Source: an optimization exercise on an open RTL-to-GDS flow (aim: small area and a short achievable clock period). Production flows keep margins and buffers that such runs may drop. At most, simulation tests tie the RTL to the original design; equivalence was not proved. Power is estimated from default activity; no workload was simulated.

==> try-lagoon <==
## tod_core
module tod_core #(parameter TIME_WIDTH_SUB_NS=20, TIME_WIDTH_NS=32, TIME_WIDTH_SEC=48) (
    input clk,
    input rst_n,
    input set_init_time,  
    input set_offset_time,  
    input plus_offset_time,  
    input wire [TIME_WIDTH_SUB_NS-1:0] init_time_sub_ns,
    input wire [TIME_WIDTH_NS-1:0] init_time_ns,
    input wire [TIME_WIDTH_SEC-1:0] init_time_sec,
    input wire [TIME_WIDTH_SUB_NS-1:0] offset_time_sub_ns,
    input wire [TIME_WIDTH_NS-1:0] offset_time_ns,  
    input wire [TIME_WIDTH_SUB_NS-1:0] incr_time_sub_ns,
    input wire [TIME_WIDTH_NS-1:0] incr_time_ns,
    output reg [TIME_WIDTH_SUB_NS-1:0] time_sub_ns,
    output reg [TIME_WIDTH_NS-1:0] time_ns,
    output reg [TIME_WIDTH_SEC-1:0] time_sec
);
localparam W = TIME_WIDTH_SUB_NS + TIME_WIDTH_NS;    
localparam LW = TIME_WIDTH_SUB_NS + 9;                 
localparam HW = W - LW;                                
localparam [HW-1:0] KP = 23'd1953125;                  
localparam [HW-1:0] KM = -23'd1953125;
wire minus = set_offset_time & ~plus_offset_time;
wire [W-1:0] a = {time_ns, time_sub_ns};
  ...
==> flow/config.mk <==
export PLATFORM = sky130hd
export DESIGN_NAME = tod_core
export DESIGN_NICKNAME = tod_core
export VERILOG_FILES = /design/flow/design.v
export SDC_FILE = /design/flow/constraint.sdc
export NUM_CORES = 4
export LEC_CHECK = 0
export CAP_MARGIN = 20
export CORE_MARGIN = 2
export CORE_UTILIZATION = 65
export SLEW_MARGIN = 20
==> flow/constraint.sdc <==
create_clock -name core_clock -period 18.0 [get_ports {clk}]
set_input_delay 3.6000 -clock core_clock [delete_from_list [all_inputs] [get_ports {clk}]]
set_output_delay 3.6000 -clock core_clock [all_outputs]
set_load 0.01 [all_outputs]
standard.sh (not shown) runs the stock make flow with config.mk's settings and CLKGATE_MAP_FILE= SYNTH_SCRIPT=/design/flow/synth_recipe.tcl, a recipe that flattens the netlist after the stock synthesis.
==> flow/flow/run.sh <==
#!/bin/bash
# The standard layout (standard.sh), with three changes to how it is made:
# - synthesis maps all logic with flow/abc.script, an area-oriented ABC script (see flow/synth.tcl);
# - the port buffers use the smallest buffer cell instead of buffer_ports' default;
# - repair_timing works towards a setup slack of 10.25 ns at the design's clock period.
# - extra ORFS settings: "SYNTH_KEEP_MODULES=tod_aoi21 tod_oai21 tod_nand2 tod_nor2 tod_aoi22 tod_aoi222" (SYNTH_KEEP_MODULES keeps the one-gate blocks of
#   rtl/tod_core.v apart in synthesis, so each maps to one library gate).
# The output of every step goes to standard.log here (ORFS's own per-step logs stay in orfs/logs).
set -euo pipefail
export FLOW_ABC_SCRIPT=$PWD/flow/abc.script
bash standard.sh SYNTH_SCRIPT=$PWD/flow/synth.tcl "BUFFER_PORTS_ARGS=-buffer_cell sky130_fd_sc_hd__buf_1" SETUP_SLACK_MARGIN=10.25 "SYNTH_KEEP_MODULES=tod_aoi21 tod_oai21 tod_nand2 tod_nor2 tod_aoi22 tod_aoi222" finish > standard.log 2>&1
==> flow/flow/abc.script <==
&get -n
&st
&dch -f
&nf -a
&put
==> flow/flow/synth.tcl <==
# synth_recipe.tcl (the standard synthesis) with two changes: ABC maps with
# flow/abc.script in place of ORFS's abc_speed.script, and full and half adders
# are not extracted into fa/ha cells first (ABC maps that logic with the rest).
# Everything else, including the register names and cells, is as in the
# standard synthesis.
proc synth {args} { yosys synth -nofsm -noshare {*}$args }
proc extract_fa {args} { }
proc abc {args} {
  set i [lsearch -exact $args -script]
  if { $i >= 0 } {
    set args [lreplace $args [expr {$i + 1}] [expr {$i + 1}] $::env(FLOW_ABC_SCRIPT)]
  }
  yosys abc {*}$args
}
source $::env(SCRIPTS_DIR)/synth.tcl
# left out here: clear keep_hierarchy, flatten, clean up, hide names made inside functions, write 1_2_yosys.v
==> try-juniper (differences from try-lagoon) <==
Settings changed: CORE_UTILIZATION 65 to 50.
==> impl_results.md <==
- FP Rows: 52
- Outcome: complete, no violations
- Number of global-route vias before repair: 10,500
- Final Cycle Share: 41.6%
- WP data arrival: 7.72 ns
- Clock-cell share: 2.66%
- Clock Power: 0.000232 W
-- figures above: try-juniper

==> impl_results.md <==
- Outcome: complete, no violations
- Clock-cell share: 2.42%
- Gr busiest metal: met2
- Crit-path leading delay family: simple AND/OR/NAND/NOR gates
- Largest cells by area after synthesis: dfrtp_1 (24%), xnor2_1 (16%), o21ai_0 (8.9%), nand2_1 (8.4%), xor2_1 (6.0%)
- Tightest Pin Transition: 0.777 ns
- WP data arrival: 7.81 ns
- Seq/Total Area, Yosys: 23.9%
- FP Rows: 46
-- figures above: try-lagoon


==> pepper: inputs <==
Another version of the RTL of tod_core (not shown whole).
==> module tod_add_hi, before the edit <==
module tod_add_hi (input [22:0] a, input [22:0] b, input cin, output [22:0] s, output cout);
wire [22:0] g0 = a & b;
wire [22:0] p0 = a ^ b;
wire g1_1 = g0[1] | (p0[1] & g0[0]);
wire p1_1 = p0[1] & p0[0];
wire g1_3 = g0[3] | (p0[3] & g0[2]);
wire p1_3 = p0[3] & p0[2];
wire g1_5 = g0[5] | (p0[5] & g0[4]);
wire p1_5 = p0[5] & p0[4];
wire g1_7 = g0[7] | (p0[7] & g0[6]);
wire p1_7 = p0[7] & p0[6];
wire g1_9 = g0[9] | (p0[9] & g0[8]);
wire p1_9 = p0[9] & p0[8];
wire g1_11 = g0[11] | (p0[11] & g0[10]);
wire p1_11 = p0[11] & p0[10];
wire g1_13 = g0[13] | (p0[13] & g0[12]);
wire p1_13 = p0[13] & p0[12];
wire g1_15 = g0[15] | (p0[15] & g0[14]);
wire p1_15 = p0[15] & p0[14];
wire g1_17 = g0[17] | (p0[17] & g0[16]);
wire p1_17 = p0[17] & p0[16];
wire g1_19 = g0[19] | (p0[19] & g0[18]);
wire p1_19 = p0[19] & p0[18];
wire g1_21 = g0[21] | (p0[21] & g0[20]);
wire p1_21 = p0[21] & p0[20];
wire g2_3 = g1_3 | (p1_3 & g1_1);
wire p2_3 = p1_3 & p1_1;
wire g2_7 = g1_7 | (p1_7 & g1_5);
wire p2_7 = p1_7 & p1_5;
wire g2_11 = g1_11 | (p1_11 & g1_9);
wire p2_11 = p1_11 & p1_9;
wire g2_15 = g1_15 | (p1_15 & g1_13);
wire p2_15 = p1_15 & p1_13;
wire g2_19 = g1_19 | (p1_19 & g1_17);
wire p2_19 = p1_19 & p1_17;
wire g3_7 = g2_7 | (p2_7 & g2_3);
wire p3_7 = p2_7 & p2_3;
wire g3_15 = g2_15 | (p2_15 & g2_11);
wire p3_15 = p2_15 & p2_11;
wire g4_15 = g3_15 | (p3_15 & g3_7);
wire p4_15 = p3_15 & p3_7;
wire g5_11 = g2_11 | (p2_11 & g3_7);
wire p5_11 = p2_11 & p3_7;
wire g5_19 = g2_19 | (p2_19 & g4_15);
wire p5_19 = p2_19 & p4_15;
wire g6_5 = g1_5 | (p1_5 & g2_3);
wire p6_5 = p1_5 & p2_3;
wire g6_9 = g1_9 | (p1_9 & g3_7);
wire p6_9 = p1_9 & p3_7;
wire g6_13 = g1_13 | (p1_13 & g5_11);
wire p6_13 = p1_13 & p5_11;
wire g6_17 = g1_17 | (p1_17 & g4_15);
wire p6_17 = p1_17 & p4_15;
wire g6_21 = g1_21 | (p1_21 & g5_19);
wire p6_21 = p1_21 & p5_19;
wire g7_2 = g0[2] | (p0[2] & g1_1);
wire p7_2 = p0[2] & p1_1;
wire g7_4 = g0[4] | (p0[4] & g2_3);
wire p7_4 = p0[4] & p2_3;
wire g7_6 = g0[6] | (p0[6] & g6_5);
wire p7_6 = p0[6] & p6_5;
wire g7_8 = g0[8] | (p0[8] & g3_7);
wire p7_8 = p0[8] & p3_7;
wire g7_10 = g0[10] | (p0[10] & g6_9);
wire p7_10 = p0[10] & p6_9;
wire g7_12 = g0[12] | (p0[12] & g5_11);
wire p7_12 = p0[12] & p5_11;
wire g7_14 = g0[14] | (p0[14] & g6_13);
wire p7_14 = p0[14] & p6_13;
wire g7_16 = g0[16] | (p0[16] & g4_15);
wire p7_16 = p0[16] & p4_15;
wire g7_18 = g0[18] | (p0[18] & g6_17);
wire p7_18 = p0[18] & p6_17;
wire g7_20 = g0[20] | (p0[20] & g5_19);
wire p7_20 = p0[20] & p5_19;
wire g7_22 = g0[22] | (p0[22] & g6_21);
wire p7_22 = p0[22] & p6_21;
wire [23:0] cy;
assign cy[0] = cin;
assign cy[1] = g0[0] | (p0[0] & cin);
assign cy[2] = g1_1 | (p1_1 & cin);
assign cy[3] = g7_2 | (p7_2 & cin);
assign cy[4] = g2_3 | (p2_3 & cin);
assign cy[5] = g7_4 | (p7_4 & cin);
assign cy[6] = g6_5 | (p6_5 & cin);
assign cy[7] = g7_6 | (p7_6 & cin);
assign cy[8] = g3_7 | (p3_7 & cin);
assign cy[9] = g7_8 | (p7_8 & cin);
assign cy[10] = g6_9 | (p6_9 & cin);
assign cy[11] = g7_10 | (p7_10 & cin);
assign cy[12] = g5_11 | (p5_11 & cin);
assign cy[13] = g7_12 | (p7_12 & cin);
assign cy[14] = g6_13 | (p6_13 & cin);
assign cy[15] = g7_14 | (p7_14 & cin);
assign cy[16] = g4_15 | (p4_15 & cin);
assign cy[17] = g7_16 | (p7_16 & cin);
assign cy[18] = g6_17 | (p6_17 & cin);
assign cy[19] = g7_18 | (p7_18 & cin);
assign cy[20] = g5_19 | (p5_19 & cin);
assign cy[21] = g7_20 | (p7_20 & cin);
assign cy[22] = g6_21 | (p6_21 & cin);
assign cy[23] = g7_22 | (p7_22 & cin);
assign s = p0 ^ cy[22:0];
assign cout = cy[23];
endmodule
==> module tod_core, before the edit <==
module tod_core #(parameter TIME_WIDTH_SUB_NS=20, TIME_WIDTH_NS=32, TIME_WIDTH_SEC=48) (
    input clk,
    input rst_n,
    input set_init_time,  
    input set_offset_time,  
    input plus_offset_time,  
    input wire [TIME_WIDTH_SUB_NS-1:0] init_time_sub_ns,
    input wire [TIME_WIDTH_NS-1:0] init_time_ns,
    input wire [TIME_WIDTH_SEC-1:0] init_time_sec,
    input wire [TIME_WIDTH_SUB_NS-1:0] offset_time_sub_ns,
    input wire [TIME_WIDTH_NS-1:0] offset_time_ns,  
    input wire [TIME_WIDTH_SUB_NS-1:0] incr_time_sub_ns,
    input wire [TIME_WIDTH_NS-1:0] incr_time_ns,
    output reg [TIME_WIDTH_SUB_NS-1:0] time_sub_ns,
    output reg [TIME_WIDTH_NS-1:0] time_ns,
    output reg [TIME_WIDTH_SEC-1:0] time_sec
);
localparam W = TIME_WIDTH_SUB_NS + TIME_WIDTH_NS;    
localparam LW = TIME_WIDTH_SUB_NS + 9;                 
localparam HW = W - LW;                                
localparam [HW-1:0] KP = 23'd1953125;                  
localparam [HW-1:0] KM = -23'd1953125;
wire minus = set_offset_time & ~plus_offset_time;
wire [W-1:0] a = {time_ns, time_sub_ns};
wire [W-1:0] b = {incr_time_ns, incr_time_sub_ns};
wire [W-1:0] c = {W{set_offset_time}} & ({offset_time_ns, offset_time_sub_ns} ^ {W{minus}});
wire [W-1:0] x = a ^ b ^ c;
wire [W-1:0] y = {(a[W-2:0] & b[W-2:0]) | (a[W-2:0] & c[W-2:0]) | (b[W-2:0] & c[W-2:0]), 1'b0};
wire [LW-1:0] lo;
wire c9;
tod_add_lo u_lo (.a(x[LW-1:0]), .b(y[LW-1:0]), .cin(minus), .s(lo), .cout(c9));
wire [HW-1:0] xu = x[W-1:LW];
wire [HW-1:0] yu = y[W-1:LW];
wire low = minus & ({1'b0, time_ns[29:28]} + {1'b0, incr_time_ns[29:28]} <= {1'b0, offset_time_ns[29:28]});
wire [HW-1:0] ks = low ? KP : KM;         
wire [HW-1:0] xk = xu ^ yu ^ ks;
wire [HW-1:0] yk = {(xu[HW-2:0] & yu[HW-2:0]) | (xu[HW-2:0] & ks[HW-2:0]) | (yu[HW-2:0] & ks[HW-2:0]), 1'b0};
wire [HW-1:0] u0, uk;
wire co0, cok;
tod_add_hi u_h0 (.a(xu), .b(yu), .cin(c9), .s(u0), .cout(co0));
tod_add_hi u_hk (.a(xk), .b(yk), .cin(c9), .s(uk), .cout(cok));
wire sec_dec = low & u0[HW-1];            
wire sec_adv = ~low & ~uk[HW-1];          
wire [HW-1:0] ns_hi = (sec_dec | sec_adv) ? uk : u0;
wire [TIME_WIDTH_SEC-1:0] ones, zeros;
assign ones[0] = 1'b1;
assign zeros[0] = 1'b1;
genvar k;
generate for (k = 1; k < TIME_WIDTH_SEC; k = k + 1) begin : g_pre
    assign ones[k] = ones[k-1] & time_sec[k-1];
    assign zeros[k] = zeros[k-1] & ~time_sec[k-1];
end endgenerate
wire ld = set_init_time;
wire adv_n = sec_adv & ~ld;
wire dec_n = sec_dec & ~ld;
wire [TIME_WIDTH_SEC-1:0] sec_q = ld ? init_time_sec : time_sec;
wire [TIME_WIDTH_SEC-1:0] sec_nxt = sec_q ^ (({TIME_WIDTH_SEC{adv_n}} & ones) | ({TIME_WIDTH_SEC{dec_n}} & zeros));
wire use_k = (sec_dec | sec_adv) & ~ld;
wire use_0 = ~(sec_dec | sec_adv) & ~ld;
wire [HW-1:0] ns_hi_nxt = ({HW{use_k}} & uk) | ({HW{use_0}} & u0) | ({HW{ld}} & init_time_ns[TIME_WIDTH_NS-1:9]);
always @(posedge clk or negedge rst_n) begin
    if (!rst_n) begin
        time_sub_ns <= {TIME_WIDTH_SUB_NS{1'b0}};
        time_ns <= {TIME_WIDTH_NS{1'b0}};
        time_sec <= {TIME_WIDTH_SEC{1'b0}};
    end
    else begin
        time_sub_ns <= ld ? init_time_sub_ns : lo[TIME_WIDTH_SUB_NS-1:0];
        time_ns <= {ns_hi_nxt, ld ? init_time_ns[8:0] : lo[LW-1:TIME_WIDTH_SUB_NS]};
        time_sec <= sec_nxt;
    end
end
endmodule
export LEC_CHECK = 0
export CAP_MARGIN = 20
export CORE_MARGIN = 2
export CORE_UTILIZATION = 55
export CTS_BUF_LIST = sky130_fd_sc_hd__clkbuf_4 sky130_fd_sc_hd__clkbuf_8
export SLEW_MARGIN = 20
create_clock -name core_clock -period 18.0 [get_ports {clk}]
==> flow/flow/run.sh <==
#!/bin/bash
# The standard layout (standard.sh), with three changes to how it is made:
# - synthesis maps all logic with flow/abc.script, an area-oriented ABC script (see flow/synth.tcl);
# - the port buffers use the smallest buffer cell instead of buffer_ports' default;
# - repair_timing works towards a setup slack of 10 ns at the design's clock period.
# The output of every step goes to standard.log here (ORFS's own per-step logs stay in orfs/logs).
set -euo pipefail
export FLOW_ABC_SCRIPT=$PWD/flow/abc.script
bash standard.sh SYNTH_SCRIPT=$PWD/flow/synth.tcl "BUFFER_PORTS_ARGS=-buffer_cell sky130_fd_sc_hd__buf_1" SETUP_SLACK_MARGIN=10 finish > standard.log 2>&1
Scripts as last shown in full above: flow/flow/abc.script, flow/flow/synth.tcl
==> inputs of tundra, as changes to pepper <==
--- a/flow/design.v
+++ b/flow/design.v
@@ -236,81 +236,103 @@
 wire g1_21 = g0[21] | (p0[21] & g0[20]);
 wire p1_21 = p0[21] & p0[20];
+wire g2_2 = g0[2] | (p0[2] & g1_1);
+wire p2_2 = p0[2] & p1_1;
 wire g2_3 = g1_3 | (p1_3 & g1_1);
 wire p2_3 = p1_3 & p1_1;
+wire g2_6 = g0[6] | (p0[6] & g1_5);
+wire p2_6 = p0[6] & p1_5;
 wire g2_7 = g1_7 | (p1_7 & g1_5);
 wire p2_7 = p1_7 & p1_5;
+wire g2_10 = g0[10] | (p0[10] & g1_9);
+wire p2_10 = p0[10] & p1_9;
 wire g2_11 = g1_11 | (p1_11 & g1_9);
 wire p2_11 = p1_11 & p1_9;
+wire g2_14 = g0[14] | (p0[14] & g1_13);
+wire p2_14 = p0[14] & p1_13;
 wire g2_15 = g1_15 | (p1_15 & g1_13);
 wire p2_15 = p1_15 & p1_13;
+wire g2_18 = g0[18] | (p0[18] & g1_17);
+wire p2_18 = p0[18] & p1_17;
 wire g2_19 = g1_19 | (p1_19 & g1_17);
 wire p2_19 = p1_19 & p1_17;
+wire g2_22 = g0[22] | (p0[22] & g1_21);
+wire p2_22 = p0[22] & p1_21;
+wire g3_4 = g0[4] | (p0[4] & g2_3);
+wire p3_4 = p0[4] & p2_3;
+wire g3_5 = g1_5 | (p1_5 & g2_3);
+wire p3_5 = p1_5 & p2_3;
+wire g3_6 = g2_6 | (p2_6 & g2_3);
+wire p3_6 = p2_6 & p2_3;
 wire g3_7 = g2_7 | (p2_7 & g2_3);
 wire p3_7 = p2_7 & p2_3;
+wire g3_12 = g0[12] | (p0[12] & g2_11);
+wire p3_12 = p0[12] & p2_11;
+wire g3_13 = g1_13 | (p1_13 & g2_11);
+wire p3_13 = p1_13 & p2_11;
+wire g3_14 = g2_14 | (p2_14 & g2_11);
+wire p3_14 = p2_14 & p2_11;
 wire g3_15 = g2_15 | (p2_15 & g2_11);
 wire p3_15 = p2_15 & p2_11;
+wire g3_20 = g0[20] | (p0[20] & g2_19);
+wire p3_20 = p0[20] & p2_19;
+wire g3_21 = g1_21 | (p1_21 & g2_19);
+wire p3_21 = p1_21 & p2_19;
+wire g3_22 = g2_22 | (p2_22 & g2_19);
+wire p3_22 = p2_22 & p2_19;
+wire g4_8 = g0[8] | (p0[8] & g3_7);
+wire p4_8 = p0[8] & p3_7;
+wire g4_9 = g1_9 | (p1_9 & g3_7);
+wire p4_9 = p1_9 & p3_7;
+wire g4_10 = g2_10 | (p2_10 & g3_7);
+wire p4_10 = p2_10 & p3_7;
+wire g4_11 = g2_11 | (p2_11 & g3_7);
+wire p4_11 = p2_11 & p3_7;
+wire g4_12 = g3_12 | (p3_12 & g3_7);
+wire p4_12 = p3_12 & p3_7;
+wire g4_13 = g3_13 | (p3_13 & g3_7);
+wire p4_13 = p3_13 & p3_7;
+wire g4_14 = g3_14 | (p3_14 & g3_7);
+wire p4_14 = p3_14 & p3_7;
 wire g4_15 = g3_15 | (p3_15 & g3_7);
 wire p4_15 = p3_15 & p3_7;
-wire g5_11 = g2_11 | (p2_11 & g3_7);
-wire p5_11 = p2_11 & p3_7;
+wire g5_16 = g0[16] | (p0[16] & g4_15);
+wire p5_16 = p0[16] & p4_15;
+wire g5_17 = g1_17 | (p1_17 & g4_15);
+wire p5_17 = p1_17 & p4_15;
+wire g5_18 = g2_18 | (p2_18 & g4_15);
+wire p5_18 = p2_18 & p4_15;
 wire g5_19 = g2_19 | (p2_19 & g4_15);
 wire p5_19 = p2_19 & p4_15;
-wire g6_5 = g1_5 | (p1_5 & g2_3);
-wire p6_5 = p1_5 & p2_3;
-wire g6_9 = g1_9 | (p1_9 & g3_7);
-wire p6_9 = p1_9 & p3_7;
-wire g6_13 = g1_13 | (p1_13 & g5_11);
-wire p6_13 = p1_13 & p5_11;
-wire g6_17 = g1_17 | (p1_17 & g4_15);
-wire p6_17 = p1_17 & p4_15;
-wire g6_21 = g1_21 | (p1_21 & g5_19);
-wire p6_21 = p1_21 & p5_19;
-wire g7_2 = g0[2] | (p0[2] & g1_1);
-wire p7_2 = p0[2] & p1_1;
-wire g7_4 = g0[4] | (p0[4] & g2_3);
-wire p7_4 = p0[4] & p2_3;
-wire g7_6 = g0[6] | (p0[6] & g6_5);
-wire p7_6 = p0[6] & p6_5;
-wire g7_8 = g0[8] | (p0[8] & g3_7);
-wire p7_8 = p0[8] & p3_7;
-wire g7_10 = g0[10] | (p0[10] & g6_9);
-wire p7_10 = p0[10] & p6_9;
-wire g7_12 = g0[12] | (p0[12] & g5_11);
-wire p7_12 = p0[12] & p5_11;
-wire g7_14 = g0[14] | (p0[14] & g6_13);
-wire p7_14 = p0[14] & p6_13;
-wire g7_16 = g0[16] | (p0[16] & g4_15);
-wire p7_16 = p0[16] & p4_15;
-wire g7_18 = g0[18] | (p0[18] & g6_17);
-wire p7_18 = p0[18] & p6_17;
-wire g7_20 = g0[20] | (p0[20] & g5_19);
-wire p7_20 = p0[20] & p5_19;
-wire g7_22 = g0[22] | (p0[22] & g6_21);
-wire p7_22 = p0[22] & p6_21;
+wire g5_20 = g3_20 | (p3_20 & g4_15);
+wire p5_20 = p3_20 & p4_15;
+wire g5_21 = g3_21 | (p3_21 & g4_15);
+wire p5_21 = p3_21 & p4_15;
+wire g5_22 = g3_22 | (p3_22 & g4_15);
+wire p5_22 = p3_22 & p4_15;
 wire [23:0] cy;
 assign cy[0] = cin;
 assign cy[1] = g0[0] | (p0[0] & cin);
 assign cy[2] = g1_1 | (p1_1 & cin);
-assign cy[3] = g7_2 | (p7_2 & cin);
+assign cy[3] = g2_2 | (p2_2 & cin);
 assign cy[4] = g2_3 | (p2_3 & cin);
-assign cy[5] = g7_4 | (p7_4 & cin);
-assign cy[6] = g6_5 | (p6_5 & cin);
-assign cy[7] = g7_6 | (p7_6 & cin);
+assign cy[5] = g3_4 | (p3_4 & cin);
+assign cy[6] = g3_5 | (p3_5 & cin);
+assign cy[7] = g3_6 | (p3_6 & cin);
 assign cy[8] = g3_7 | (p3_7 & cin);
-assign cy[9] = g7_8 | (p7_8 & cin);
-assign cy[10] = g6_9 | (p6_9 & cin);
-assign cy[11] = g7_10 | (p7_10 & cin);
-assign cy[12] = g5_11 | (p5_11 & cin);
-assign cy[13] = g7_12 | (p7_12 & cin);
-assign cy[14] = g6_13 | (p6_13 & cin);
-assign cy[15] = g7_14 | (p7_14 & cin);
+assign cy[9] = g4_8 | (p4_8 & cin);
+assign cy[10] = g4_9 | (p4_9 & cin);
+assign cy[11] = g4_10 | (p4_10 & cin);
+assign cy[12] = g4_11 | (p4_11 & cin);
+assign cy[13] = g4_12 | (p4_12 & cin);
+assign cy[14] = g4_13 | (p4_13 & cin);
+assign cy[15] = g4_14 | (p4_14 & cin);
 assign cy[16] = g4_15 | (p4_15 & cin);
-assign cy[17] = g7_16 | (p7_16 & cin);
-assign cy[18] = g6_17 | (p6_17 & cin);
-assign cy[19] = g7_18 | (p7_18 & cin);
+assign cy[17] = g5_16 | (p5_16 & cin);
+assign cy[18] = g5_17 | (p5_17 & cin);
+assign cy[19] = g5_18 | (p5_18 & cin);
 assign cy[20] = g5_19 | (p5_19 & cin);
-assign cy[21] = g7_20 | (p7_20 & cin);
-assign cy[22] = g6_21 | (p6_21 & cin);
-assign cy[23] = g7_22 | (p7_22 & cin);
+assign cy[21] = g5_20 | (p5_20 & cin);
+assign cy[22] = g5_21 | (p5_21 & cin);
+assign cy[23] = g5_22 | (p5_22 & cin);
 assign s = p0 ^ cy[22:0];
 assign cout = cy[23];
==> inputs of harbor, as changes to pepper <==
--- a/flow/design.v
+++ b/flow/design.v
@@ -32,15 +32,16 @@
 wire [HW-1:0] xu = x[W-1:LW];
 wire [HW-1:0] yu = y[W-1:LW];
-wire low = minus & ({1'b0, time_ns[29:28]} + {1'b0, incr_time_ns[29:28]} <= {1'b0, offset_time_ns[29:28]});
-wire [HW-1:0] ks = low ? KP : KM;         
-wire [HW-1:0] xk = xu ^ yu ^ ks;
-wire [HW-1:0] yk = {(xu[HW-2:0] & yu[HW-2:0]) | (xu[HW-2:0] & ks[HW-2:0]) | (yu[HW-2:0] & ks[HW-2:0]), 1'b0};
-wire [HW-1:0] u0, uk;
-wire co0, cok;
+wire [HW-1:0] xp = xu ^ yu ^ KP;
+wire [HW-1:0] yp = {(xu[HW-2:0] & yu[HW-2:0]) | (xu[HW-2:0] & KP[HW-2:0]) | (yu[HW-2:0] & KP[HW-2:0]), 1'b0};
+wire [HW-1:0] xm = xu ^ yu ^ KM;
+wire [HW-1:0] ym = {(xu[HW-2:0] & yu[HW-2:0]) | (xu[HW-2:0] & KM[HW-2:0]) | (yu[HW-2:0] & KM[HW-2:0]), 1'b0};
+wire [HW-1:0] u0, up, um;
+wire co0, cop, com;
 tod_add_hi u_h0 (.a(xu), .b(yu), .cin(c9), .s(u0), .cout(co0));
-tod_add_hi u_hk (.a(xk), .b(yk), .cin(c9), .s(uk), .cout(cok));
-wire sec_dec = low & u0[HW-1];            
-wire sec_adv = ~low & ~uk[HW-1];          
-wire [HW-1:0] ns_hi = (sec_dec | sec_adv) ? uk : u0;
+tod_add_hi u_hp (.a(xp), .b(yp), .cin(c9), .s(up), .cout(cop));
+tod_add_hi u_hm (.a(xm), .b(ym), .cin(c9), .s(um), .cout(com));
+wire sec_dec = u0[HW-1];                  
+wire sec_adv = ~um[HW-1] & ~sec_dec;      
+wire [HW-1:0] ns_hi = sec_dec ? up : (sec_adv ? um : u0);
 wire [TIME_WIDTH_SEC-1:0] ones, zeros;
 assign ones[0] = 1'b1;
@@ -51,12 +52,5 @@
     assign zeros[k] = zeros[k-1] & ~time_sec[k-1];
 end endgenerate
-wire ld = set_init_time;
-wire adv_n = sec_adv & ~ld;
-wire dec_n = sec_dec & ~ld;
-wire [TIME_WIDTH_SEC-1:0] sec_q = ld ? init_time_sec : time_sec;
-wire [TIME_WIDTH_SEC-1:0] sec_nxt = sec_q ^ (({TIME_WIDTH_SEC{adv_n}} & ones) | ({TIME_WIDTH_SEC{dec_n}} & zeros));
-wire use_k = (sec_dec | sec_adv) & ~ld;
-wire use_0 = ~(sec_dec | sec_adv) & ~ld;
-wire [HW-1:0] ns_hi_nxt = ({HW{use_k}} & uk) | ({HW{use_0}} & u0) | ({HW{ld}} & init_time_ns[TIME_WIDTH_NS-1:9]);
+wire [TIME_WIDTH_SEC-1:0] sec_nxt = time_sec ^ (({TIME_WIDTH_SEC{sec_adv}} & ones) | ({TIME_WIDTH_SEC{sec_dec}} & zeros));
 always @(posedge clk or negedge rst_n) begin
     if (!rst_n) begin
@@ -65,7 +59,12 @@
         time_sec <= {TIME_WIDTH_SEC{1'b0}};
     end
+    else if (set_init_time) begin
+        time_sub_ns <= init_time_sub_ns;
+        time_ns <= init_time_ns;
+        time_sec <= init_time_sec;
+    end
     else begin
-        time_sub_ns <= ld ? init_time_sub_ns : lo[TIME_WIDTH_SUB_NS-1:0];
-        time_ns <= {ns_hi_nxt, ld ? init_time_ns[8:0] : lo[LW-1:TIME_WIDTH_SUB_NS]};
+        time_sub_ns <= lo[TIME_WIDTH_SUB_NS-1:0];
+        time_ns <= {ns_hi, lo[LW-1:TIME_WIDTH_SUB_NS]};
         time_sec <= sec_nxt;
     end
==> flow/flow/run.sh (replaced) <==
#!/bin/bash
# The standard layout (standard.sh), with three changes to how it is made:
# - synthesis maps all logic with flow/abc.script, an area-oriented ABC script (see flow/synth.tcl);
# - the port buffers use the smallest buffer cell instead of buffer_ports' default;
# - repair_timing works towards a setup slack of 8 ns at the design's clock period.
# The output of every step goes to standard.log here (ORFS's own per-step logs stay in orfs/logs).
set -euo pipefail
export FLOW_ABC_SCRIPT=$PWD/flow/abc.script
bash standard.sh SYNTH_SCRIPT=$PWD/flow/synth.tcl "BUFFER_PORTS_ARGS=-buffer_cell sky130_fd_sc_hd__buf_1" SETUP_SLACK_MARGIN=8 finish > standard.log 2>&1
==> flow/flow/abc.script (replaced) <==
&get -n
&st
&dch
&nf -a
&put
- CORE_UTILIZATION: 55 -> 40
- CTS_BUF_LIST: sky130_fd_sc_hd__clkbuf_4 sky130_fd_sc_hd__clkbuf_8 -> not set
==> inputs of xenon, as changes to pepper <==
--- a/flow/design.v
+++ b/flow/design.v
@@ -42,5 +42,4 @@
 wire sec_dec = low & u0[HW-1];            
 wire sec_adv = ~low & ~uk[HW-1];          
-wire [HW-1:0] ns_hi = (sec_dec | sec_adv) ? uk : u0;
 wire [TIME_WIDTH_SEC-1:0] ones, zeros;
 assign ones[0] = 1'b1;
==> flow/flow/run.sh (replaced) <==
#!/bin/bash
# The standard layout (standard.sh), with three changes to how it is made:
# - synthesis maps all logic with flow/abc.script, an area-oriented ABC script (see flow/synth.tcl);
# - the port buffers use the smallest buffer cell instead of buffer_ports' default;
# - repair_timing works towards a setup slack of 9.8 ns at the design's clock period.
# The output of every step goes to standard.log here (ORFS's own per-step logs stay in orfs/logs).
set -euo pipefail
export FLOW_ABC_SCRIPT=$PWD/flow/abc.script
bash standard.sh SYNTH_SCRIPT=$PWD/flow/synth.tcl "BUFFER_PORTS_ARGS=-buffer_cell sky130_fd_sc_hd__buf_1" SETUP_SLACK_MARGIN=9.8 finish > standard.log 2>&1
==> qor summary <==
item	xenon	tundra	pepper	harbor
Die width	143 microns	143 microns	143 microns	171 microns
Routed length on met3	1950 microns	2000 microns	2380 microns	2750 microns
Run status	complete, no violations	complete, no violations	complete, no violations	complete, no violations
Vertical die dimension	143 microns	143 microns	143 microns	171 microns
Area overhead of the layout relative to synthesis	18.8%	20.4%	21.4%	18.8%
Min Tclk post-route	7.92 ns	7.79 ns	7.75 ns	9.56 ns
Share of cell area taken by flip-flops and latches	19.9%	19.6%	19.5%	18.9%
Fraction of met1 tracks used by global routing	36.4%	35.7%	41.0%	30.5%
Combinational logic power	0.00181 W	0.00176 W	0.00188 W	0.00225 W
Maximum clock skew at final layout	0.0170 ns	0.0178 ns	0.0169 ns	0.0153 ns
Data required, critical path	18.24 ns	18.29 ns	18.29 ns	18.26 ns
Mean number of vias per cell	5.59	5.57	5.76	5.36
Critical Path End	time_ns[30]$_DFF_PN0_	time_sec[15]$_DFF_PN0_	time_sec[47]$_DFF_PN0_	time_sec[17]$_DFF_PN0_
Sw power	0.00124 W	0.00122 W	0.00129 W	0.00159 W
Only the layout flow was run in pepper, tundra and xenon; the RTL was not checked for function there.

re-timing with driven ports:
The results above use ideal ports. As a check the final layouts listed here were re-extracted and re-timed, cells and wires unchanged.
Step 1 sets driving cells, clkbuf_16 on the clock port and buf_2 on the other inputs (assumed; they add their load-dependent delay and slew).
Step 2, shift: input delay + t, output delay - t, t = (earliest + latest rising clock arrival at the registers) / 2. This alone moves slack from input paths to output paths.
a / b / c = no drivers / after step 1 / after step 2; a / b = the first two.
run	t, ns	slack for setup (ns)	hold WS [ns]	worst setup path at the end	cell pins on the clock port's net
try-lagoon	0.411	10.431 / 10.449 / 10.038	0.646 / 0.646 / 0.646	input to register	1
try-juniper	0.408	10.503 / 10.513 / 10.104	0.629 / 0.629 / 0.629	input to register	1
pepper	0.453	10.252 / 10.269 / 9.817	0.634 / 0.634 / 0.634	input to register	1
tundra	0.430	10.214 / 10.235 / 9.804	0.627 / 0.627 / 0.627	input to register	1
harbor	0.423	8.438 / 8.464 / 8.040	0.593 / 0.593 / 0.593	input to register	1
xenon	0.441	10.075 / 10.098 / 9.657	0.624 / 0.624 / 0.624	input to register	1
After both steps every run listed still meets setup and hold. The setup slack of pepper, which loses most, moves by +0.017 ns with the drivers and by -0.435 ns with both steps.
